From an optimization exercise on the open Yosys and OpenROAD flow, aimed at small area, a short achievable clock period and few clock cycles; shortcuts taken in it are not production practice.
The RTL was checked by simulation tests, not by an equivalence proof against the original design.
Power is estimated from default activity; no workload was simulated.

==> flow/design.v (outline; a module is shown in full before it is edited, if it fits) <==
// module fmul2: 56 lines
// module fsub2: 80 lines
// module ksadd: 26 lines
// module ksinc: 22 lines
// module mant_mul: 789 lines
// module dstep4: 16 lines
// module dstep2: 10 lines
// module fdiv_it: 63 lines
// module MyDesign: 443 lines
module MyDesign (clock, reset, go, rdAddress, wrAddress, WE, readbus, writebus, overflow, finished);
  // ...
==> flow/run.sh <==
#!/bin/bash
# synth_recipe.tcl (not shown) runs the flow's synth.tcl, then flattens the netlist and writes it again
# the make line also repeats each setting of config.mk as NAME=value (left out here)
make -C /OpenROAD-flow-scripts/flow DESIGN_CONFIG=/design/flow/config.mk WORK_HOME=/design/flow/orfs CLKGATE_MAP_FILE= SYNTH_SCRIPT=/design/flow/synth_recipe.tcl finish
==> flow/config.mk <==
export PLATFORM = sky130hd
export DESIGN_NAME = MyDesign
export DESIGN_NICKNAME = MyDesign
export VERILOG_FILES = /design/flow/design.v
export SDC_FILE = /design/flow/constraint.sdc
export NUM_CORES = 8
export LEC_CHECK = 0
export ABC_AREA = 1
export CAP_MARGIN = 30
export CORE_MARGIN = 2
export CORE_UTILIZATION = 35
export PLACE_DENSITY = 0.45
export SLEW_MARGIN = 30
==> flow/constraint.sdc <==
create_clock -name core_clock -period 30.0 [get_ports {clock}]
set_input_delay 6.0000 -clock core_clock [delete_from_list [all_inputs] [get_ports {clock}]]
set_output_delay 6.0000 -clock core_clock [all_outputs]
set_load 0.01 [all_outputs]
==> impl_metrics.csv, run 1 <==
group,metric,value,unit
place,io_buffers,83,
setup_path,slowest_delay,700,ps
drt,wl_per_cell,35.1,microns
clock_tree,htreeDepth,4,
power,combPwrFrac,20.8,%
sta,fin_tns_setup,0,ps
clock_tree,post_cts_resized,0,
cells_and_area,multi_input_area,0.0599,sq mm
setup_path,critPathRequiredTime,30710,ps
setup_path,reg2reg_to,"u_m1.lz1",
logic_synthesis,synth_top_family_by_area,"simple AND/OR/NAND/NOR gates",
power,comb-power,0.925,mW
sta,max_freq,108,MHz
setup_path,critPathLaunch,"c_sel_M1_b[6]",
floorplanning,core_area,0.279,sq mm
logic_synthesis,synth.top_cells.by_area,"edfxtp_1 (20%), fa_1 (10%), dfxtp_1 (9.1%)",
cells_and_area,syn_to_final_growth,11.6,%
place,post-place-cells,16100,
power,ir_worst_vdd,0.0568,mV
setup_path,crit_path_end,"u_m1.lz1",
logic_synthesis,synth_common_cells,"nand2_1 (2264), inv_1 (1887), nor2_1 (889)",
worst_hold_path,hp-start,"c_wa[6]",
global_routing,use_met2,58.2,%
cells_and_area,final_common_cell,"nand2_1",
cells_and_area,sh_seq_area,26.3,%
outcome,status,"timing/DRC/antenna clean",
logic_synthesis,ys_types,83,
setup_path,worst-path-buf-inv,8,
cells_and_area,inverters,1996,
power,p_clk_share,42.2,%
power,power_leader,"clock",
logic_synthesis,synth_flop_cell,"edfxtp_1",
floorplanning,start_util,35.2,%
logic_synthesis,syn_nets,13700,
clock_tree,cts_tree,"done",
cells_and_area,dominant-cell-class,"multi-input gates",
power,powerDensity,40.6,mW/mm^2
logic_synthesis,synth_top_area_share,20.2,%
Testbench counts, summed over its fixed seeds: cycles 9,928.
==> module fmul2, before the edit <==
module fmul2 (clock, a, b, en2, z, zn);
input         clock;
input  [31:0] a, b;
input         en2;
output reg [31:0] z;
output     [31:0] zn;       
wire [7:0]  ea = a[30:23], eb = b[30:23];
wire        za = (ea == 8'd0), zb = (eb == 8'd0);
wire        ia = (ea == 8'hff), ib = (eb == 8'hff);
wire        na = ia & (a[22:0] != 23'd0), nb = ib & (b[22:0] != 23'd0);
wire [1:0]  cls = (na | nb | (ia & zb) | (ib & za)) ? 2'd3 :
                  (ia | ib) ? 2'd2 : (za | zb) ? 2'd1 : 2'd0;
wire [47:0] ps, pc;
mant_mul mm (.a({1'b1, a[22:0]}), .b({1'b1, b[22:0]}), .s(ps), .c(pc));
wire [21:0] lsum;
wire        lco;
ksadd #(.N(22)) lo (.a(ps[21:0]), .b(pc[21:0]), .ci(1'b0), .s(lsum), .co(lco));
wire [21:0] zx = (ps[21:0] ^ pc[21:0]) ^ {(ps[20:0] | pc[20:0]), 1'b0};
wire        lz = (zx == 22'd0);
reg [25:0] s1, c1;
reg        co1, lz1;
reg [9:0]  e1;
reg        sz1;
reg [1:0]  cl1;
always @(posedge clock) begin
	s1 <= ps[47:22]; c1 <= pc[47:22]; co1 <= lco; lz1 <= lz;
	e1 <= {2'b0, ea} + {2'b0, eb} - 10'd127;
	sz1 <= a[31] ^ b[31];
	cl1 <= cls;
end
wire [25:0] p;
wire        pco;
ksadd #(.N(26)) hi (.a(s1), .b(c1), .ci(co1), .s(p), .co(pco));
wire        n1 = p[25];
wire [23:0] m0 = n1 ? p[25:2] : p[24:1];
wire        g  = n1 ? p[1] : p[0];
wire        st = n1 ? (p[0] | ~lz1) : ~lz1;
wire        up = g & (st | m0[0]);
wire [23:0] mi;
wire        mco;
ksinc #(.N(24)) inc (.a(m0), .ci(up), .s(mi), .co(mco));
wire [9:0]  e0 = e1 + {9'd0, n1} + {9'd0, mco};
wire [22:0] mf = mco ? 23'd0 : mi[22:0];
reg  [31:0] zr;
always @(*) begin
	if (cl1 == 2'd3)                       zr = 32'h7fc00000;
	else if (cl1 == 2'd2)                  zr = {sz1, 8'hff, 23'd0};
	else if (cl1 == 2'd1)                  zr = {sz1, 31'd0};
	else if (e0[9])                        zr = {sz1, 31'd0};
	else if (e0[8] | (e0[7:0] == 8'hff))   zr = {sz1, 8'hff, 23'd0};
	else if (e0[7:0] == 8'd0)              zr = {sz1, 31'd0};
	else                                   zr = {sz1, e0[7:0], mf};
end
assign zn = zr;
always @(posedge clock) if (en2) z <= zr;
endmodule
==> module fsub2, before the edit <==
module fsub2 (clock, a, b, en2, z, zn);
input         clock;
input  [31:0] a, b;
input         en2;
output reg [31:0] z;
output     [31:0] zn;       
wire        sa = a[31], sb = ~b[31];
wire [7:0]  ea = a[30:23], eb = b[30:23];
wire        za = (ea == 8'd0), zb = (eb == 8'd0);
wire        ia = (ea == 8'hff), ib = (eb == 8'hff);
wire        na = ia & (a[22:0] != 23'd0), nb = ib & (b[22:0] != 23'd0);
wire [8:0]  dab = {1'b0, ea} - {1'b0, eb};
wire [7:0]  dba = eb - ea;
wire        egt = ~dab[8] & (dab[7:0] != 8'd0);      
wire        elt = dab[8];                             
wire        mlt = a[22:0] < b[22:0];                  
wire        swap = elt | (~egt & mlt);
wire        sl = swap ? sb : sa;
wire [7:0]  el = elt ? eb : ea;
wire [7:0]  d  = elt ? dba : dab[7:0];
wire [23:0] mx = elt ? {1'b1, b[22:0]} : {1'b1, a[22:0]};
wire [23:0] my = elt ? {1'b1, a[22:0]} : {1'b1, b[22:0]};
wire        sub = sa ^ sb;
wire        big = (d > 8'd26);
wire [4:0]  dc = d[4:0];
wire [26:0] yx = {my, 3'b000};
wire [26:0] ysh = yx >> dc;
wire [26:0] ymask = ~(27'h7ffffff << dc);
wire        ystk = (yx & ymask) != 27'd0;
wire [26:0] ay = big ? 27'd1 : {ysh[26:1], ysh[0] | ystk};
wire [26:0] lx = {mx, 3'b000};
wire [27:0] sumf = sub ? ({1'b0, lx} - {1'b0, ay}) : ({1'b0, lx} + {1'b0, ay});
wire [23:0] mdr = {1'b1, b[22:0]} - {1'b1, a[22:0]};
wire        rev = ~egt & ~elt & sub & mlt;
wire [27:0] sum = rev ? {1'b0, mdr, 3'b000} : sumf;
reg  [31:0] spv;
reg         spf;
always @(*) begin
	spf = 1'b1;
	if (na | nb | (ia & ib & (sa ^ sb))) spv = 32'h7fc00000;
	else if (ia)        spv = {sa, 8'hff, 23'd0};
	else if (ib)        spv = {sb, 8'hff, 23'd0};
	else if (za & zb)   spv = {sa & sb, 31'd0};
	else if (za)        spv = {sb, b[30:0]};
	else if (zb)        spv = a;
	else begin          spv = 32'd0; spf = 1'b0; end
end
reg [27:0] sum1;
reg [7:0]  el1;
reg        sl1, spf1;
reg [31:0] spv1;
always @(posedge clock) begin
	sum1 <= sum; el1 <= el; sl1 <= sl; spf1 <= spf; spv1 <= spv;
end
reg  [4:0]  lz;
integer     i;
always @(*) begin
	lz = 5'd27;
	for (i = 0; i <= 26; i = i + 1)
		if (sum1[i]) lz = 26 - i;
end
wire [26:0] nl = sum1[26:0] << lz;
wire [26:0] nr = {sum1[27:2], sum1[1] | sum1[0]};
wire [26:0] nm = sum1[27] ? nr : nl;
wire [9:0]  e1 = sum1[27] ? ({2'b0, el1} + 10'd1) : ({2'b0, el1} - {5'd0, lz});
wire        up = nm[2] & (nm[1] | nm[0] | nm[3]);
wire [24:0] mr = {1'b0, nm[26:3]} + {24'd0, up};
wire [9:0]  e2 = e1 + {9'd0, mr[24]};
wire [22:0] mf = mr[24] ? mr[23:1] : mr[22:0];
reg  [31:0] zr;
always @(*) begin
	if (spf1)                              zr = spv1;
	else if (sum1 == 28'd0)                zr = 32'd0;
	else if (e2[9] | (e2[8:0] == 9'd0))    zr = {sl1, 31'd0};
	else if (e2[8] | (e2[7:0] == 8'hff))   zr = {sl1, 8'hff, 23'd0};
	else                                   zr = {sl1, e2[7:0], mf};
end
assign zn = zr;
always @(posedge clock) if (en2) z <= zr;
endmodule
==> run 2, diff against run 1 <==
--- a/flow/design.v
+++ b/flow/design.v
@@ -13,23 +13,22 @@
 wire [47:0] ps, pc;
 mant_mul mm (.a({1'b1, a[22:0]}), .b({1'b1, b[22:0]}), .s(ps), .c(pc));
-wire [21:0] lsum;
-wire        lco;
-ksadd #(.N(22)) lo (.a(ps[21:0]), .b(pc[21:0]), .ci(1'b0), .s(lsum), .co(lco));
-wire [21:0] zx = (ps[21:0] ^ pc[21:0]) ^ {(ps[20:0] | pc[20:0]), 1'b0};
-wire        lz = (zx == 22'd0);
-reg [25:0] s1, c1;
-reg        co1, lz1;
+reg [47:0] s1, c1;
 reg [9:0]  e1;
 reg        sz1;
 reg [1:0]  cl1;
 always @(posedge clock) begin
-	s1 <= ps[47:22]; c1 <= pc[47:22]; co1 <= lco; lz1 <= lz;
+	s1 <= ps; c1 <= pc;
 	e1 <= {2'b0, ea} + {2'b0, eb} - 10'd127;
 	sz1 <= a[31] ^ b[31];
 	cl1 <= cls;
 end
+wire [21:0] lsum;
+wire        co1;
+ksadd #(.N(22)) lo (.a(s1[21:0]), .b(c1[21:0]), .ci(1'b0), .s(lsum), .co(co1));
+wire [21:0] zx = (s1[21:0] ^ c1[21:0]) ^ {(s1[20:0] | c1[20:0]), 1'b0};
+wire        lz1 = (zx == 22'd0);
 wire [25:0] p;
 wire        pco;
-ksadd #(.N(26)) hi (.a(s1), .b(c1), .ci(co1), .s(p), .co(pco));
+ksadd #(.N(26)) hi (.a(s1[47:22]), .b(c1[47:22]), .ci(co1), .s(p), .co(pco));
 wire        n1 = p[25];
 wire [23:0] m0 = n1 ? p[25:2] : p[24:1];
@@ -109,11 +108,27 @@
 	sum1 <= sum; el1 <= el; sl1 <= sl; spf1 <= spf; spv1 <= spv;
 end
-reg  [4:0]  lz;
-integer     i;
-always @(*) begin
-	lz = 5'd27;
-	for (i = 0; i <= 26; i = i + 1)
-		if (sum1[i]) lz = 26 - i;
+wire [31:0] lzx = {sum1[26:0], 1'b1, 4'b0000};
+wire [15:0] z1;  wire [15:0] c1z;           
+wire [7:0]  z2;  wire [15:0] c2z;           
+wire [3:0]  z3;  wire [11:0] c3z;           
+wire [1:0]  z4;  wire [7:0]  c4z;           
+genvar gi;
+generate for (gi = 0; gi < 16; gi = gi + 1) begin : l1
+	assign z1[gi]  = ~(lzx[2*gi+1] | lzx[2*gi]);
+	assign c1z[gi] = ~lzx[2*gi+1];
+end
+for (gi = 0; gi < 8; gi = gi + 1) begin : l2
+	assign z2[gi] = z1[2*gi+1] & z1[2*gi];
+	assign c2z[2*gi+1:2*gi] = z1[2*gi+1] ? {1'b1, c1z[2*gi]} : {1'b0, c1z[2*gi+1]};
+end
+for (gi = 0; gi < 4; gi = gi + 1) begin : l3
+	assign z3[gi] = z2[2*gi+1] & z2[2*gi];
+	assign c3z[3*gi+2:3*gi] = z2[2*gi+1] ? {1'b1, c2z[4*gi+1:4*gi]} : {1'b0, c2z[4*gi+3:4*gi+2]};
 end
+for (gi = 0; gi < 2; gi = gi + 1) begin : l4
+	assign z4[gi] = z3[2*gi+1] & z3[2*gi];
+	assign c4z[4*gi+3:4*gi] = z3[2*gi+1] ? {1'b1, c3z[6*gi+2:6*gi]} : {1'b0, c3z[6*gi+5:6*gi+3]};
+end endgenerate
+wire [4:0]  lz = z4[1] ? {1'b1, c4z[3:0]} : {1'b0, c4z[7:4]};
 wire [26:0] nl = sum1[26:0] << lz;
 wire [26:0] nr = {sum1[27:2], sum1[1] | sum1[0]};
==> impl_metrics.csv, run 2 <==
group,metric,value,unit
logic_synthesis,syn_inst,13800,
drt,vias,106000,
floorplanning,chipWidth,548,microns
floorplanning,num_io_pins,84,
drt,ant_nets,0,
sta,finalHoldViolCount,0,
logic_synthesis,synth_top_area_share,19.2,%
global_routing,grt_max_degree,78,
clock_tree,ctsHoldBuffers,0,
power,combPwrFrac,20.1,%
sta,skew,55.7,ps
setup_path,r2r_cells,38,
worst_hold_path,hp-start,"c_wa[6]",
drt,drt_iter0_markers,15300,
cells_and_area,layout-drive-gt1-share,6.14,%
cells_and_area,mostFrequentLayoutCells,"nand2_1 (2894), inv_1 (2063), nor2_1 (975)",
power,ir_worst_vdd,0.0434,mV
global_routing,antenna_found_initial,51,
worst_hold_path,hold_path_depth,0,
global_routing,busiest_layer,"met2",
cells_and_area,final_common_cell,"nand2_1",
floorplanning,die_h,548,microns
clock_tree,cts_root_buffer,"clkbuf_16",
power,cellInternalPower,3.05,mW
place,io_buffers,83,
drt,wl,572000,microns
global_routing,grt_usage,36.9,%
setup_path,critPathLaunch,"u_m2.s1[8]",
clock_tree,postCtsSetupRepairBufs,0,
power,powerDensity,39.7,mW/mm^2
logic_synthesis,synth_seq_cells,1187,
logic_synthesis,ys_types,75,
logic_synthesis,synth.top_cells.by_area,"edfxtp_1 (19%), nand2_1 (10%), dfxtp_1 (10%)",
setup_path,critPathLaunchType,"flip-flop",
sta,finalSetupViolCount,0,
floorplanning,start_util,35.2,%
setup_path,cp-end-kind,"flip-flop",
logic_synthesis,synth_edf_count,661,
logic_synthesis,yosysTopAreaCell,"edfxtp_1",
clock_tree,cts_tree,"done",
power,switching_power,1.52,mW
clock_tree,post_cts_resized,0,
setup_path,r2r-start,"u_m2.s1[8]",
sta,layout_worst_path_cycle_share,27.9,%
sta,fin_crit,8360,ps
outcome,status,"timing/DRC/antenna clean",
logic_synthesis,synth_common_cells,"nand2_1 (2897), inv_1 (2075), nor2_1 (984)",
setup_path,cp_max_fo,31,
global_routing,grt_overflow,0,
logic_synthesis,yosys_warnings,9,
sta,slew_headroom,23.4,%
sta,drv_slew,0,
cells_and_area,top_regs,"u_m1.s1: 48 flops, u_m2.s1: 48 flops",
global_routing,grt_pass1_vias,102000,
place,place_ws,21700,ps
power,leakagePower,52.2,nW
power,power_frac_seq,38.7,%
clock_tree,cts.path.max_buffers,4,
setup_path,cp_slowest_cell,"fa_1",
clock_tree,htreeDepth,4,
drt,wl_per_cell,32.1,microns
setup_path,slowest_delay,740,ps
logic_synthesis,synthArstFlopShare,0,%
place,place_congestion,1.02,
cells_and_area,fillCellCount,31100,
sta,fin_tns_setup,0,ps
global_routing,use_met1,48.6,%
power,p_clk_share,41.2,%
flow_run,cap_viol_max_count,0,
global_routing,use_met2,55.1,%
logic_synthesis,synth.most_common_cell,"nand2_1",
worst_hold_path,hold_class,"reg2reg",
clock_tree,cts_inserted_buffers,153,
global_routing,grt_use_met3,10.1,%
floorplanning,core_area,0.294,sq mm
logic_synthesis,avgSynthCellArea,7.53,sq um
place,hpwl,429000,microns
drt,drcViolationCount,0,
sta,setup_slack,21640,ps
drt,drtPass1Iterations,10,
setup_path,critPathKind,"reg2reg",
setup_path,critPathRequiredTime,30760,ps
power,sw_frac_of_total,33.2,%
sta,rsz0062_at_grt,"no",
setup_path,crit_arrival,9130,ps
cells_and_area,syn_to_final_growth,11.0,%
cells_and_area,final_nets,14800,
logic_synthesis,netlist_area,0.104,sq mm
sta,max_freq,120,MHz
logic_synthesis,synth_flop_cell,"edfxtp_1",
drt,viasPerCell,5.95,
cells_and_area,multi_input_area,0.0631,sq mm
setup_path,worst_path_most_repeated_cell,"nand2_1",
floorplanning,dieArea,0.300,sq mm
clock_tree,clkLatencyLatePin,910,ps
logic_synthesis,ys_seq_area_share,29.3,%
sta,tightest_slew,1150,ps
global_routing,grt_first_pass_wirelength,792000,microns
logic_synthesis,syn_nets,14900,
cells_and_area,final-seq-area,0.0305,sq mm
floorplanning,num_rows,199,
clock_tree,cts_sinks,1187,
clock_tree,clk_pin_slew_worst_paths,60,ps
run 2: changes by cell type after synthesis, sizes merged, moves of 16 or more:
cell	previous run	this run
nand2	2281	2920
nand3	434	762
inv	1929	2109
nor2	913	1012
o21ai	695	602
xor2	747	660
dfxtp	444	526
o22ai	844	797
o221ai	56	80
buf	116	138
nand3b	14	31
or2	22	39
clkbuf	493	477
run 2: cells by family (layout without fill, tap and decap cells):
logic type,Yosys count,count (layout),share of synthesized area (%)
AO/OA/AOI/OAI,2581,2581,15.2
XOR/XNOR,779,779,6.59
adder cells (fa/ha/maj),1064,1064,16.5
buffers and inverters,2784,2862,10.2
flip-flops,1187,1187,29.3
multiplexers,3,3,0.0302
other,0,40,0
AND/OR/NAND/NOR,5359,5359,22.2
run 2: stage by stage:
| stage | instances | hold WS [ps] | utilization [%] | power (mW) | instance area, sq um |
|---|---|---|---|---|---|
| after detailed placement | 17500 | 317 | 37.3 | 2.70 | 110000 |
| after CTS | 17800 | 331 | 39.0 | 4.57 | 115000 |
| after global routing | 17800 | 344 | 39.0 | 4.71 | 115000 |
| final | 17800 | 330 | 39.1 | 4.56 | 115000 |
| after floorplan | 13800 | 310 | - | 2.35 | 104000 |
| after global placement | 17500 | 317 | 37.3 | 2.71 | 110000 |
run 2: worst paths after layout:
kind / to / slack (ps)
setup / recovery: XR[1] / 21640
hold / removal: wrAddress[6] / 330
setup reg to reg: XR[1] / 21640
hold reg to reg: wrAddress[6] / 330
run 2: cell type report:
class / instances / area share (%)
inverters: 2169 / 7.09
flip-flops and latches: 1187 / 26.5
repair buffers: 416 / 2.92
clock inverters: 77 / 0.551
well taps: 3919 / 4.27
multi-input cells: 9786 / 54.9
diodes: 40 / 0.0871
clock buffers: 200 / 3.73
run 2: routing by layer:
metal / up-vias / wire, microns
met5: - / 137
met4: 20 / 35400
met3: 1481 / 64100
met2: 6587 / 241000
met1: 51700 / 231000
li1: 46000 / -
run 2: power groups by stage:
stage / clock network [mW] / logic, mW / registers (mW)
2_1_floorplan: 0 / 0.561 / 1.79
3_3_place_gp: 0 / 0.912 / 1.80
3_5_place_dp: 0 / 0.900 / 1.80
4_1_cts: 1.89 / 0.906 / 1.77
5_1_grt: 1.95 / 0.993 / 1.77
6_report: 1.88 / 0.919 / 1.77
run 2: critical path, delay by kind of cell, from the launching register on:
family	cells	cell delay (ps)
simple gates	26	4870
fa+ha+maj	4	1650
xor+xnor	1	180
flops	1	350
buf+inv	5	440
compound gates	2	750
Testbench counts of run 2, summed over its fixed seeds: cycles 9,928.

==> re-timing with driven ports <==
In the flow no input, the clock included, has a driving cell. The finished layouts below were timed again as built, in two steps. Step 1 assumes that a clkbuf_16 drives the clock port and a buf_2 every other input. Step 2 times the ports against the registers' clock, not the clock port: input delays grow and output delays shrink by t, the midpoint of the rising clock arrivals with the driver on. Slacks: no drivers / after step 1 / after step 2; pairs: no drivers / after step 1.
run	t, ns	setup slack, ns	latest minus earliest clock arrival (ns)	worst register clock-pin slew, ns
run 1	0.954	20.752 / 20.752 / 20.752	0.088 / 0.088	0.07 / 0.07
run 2	0.989	21.638 / 21.638 / 21.638	0.057 / 0.056	0.07 / 0.07
After both steps every run listed still meets setup and hold.
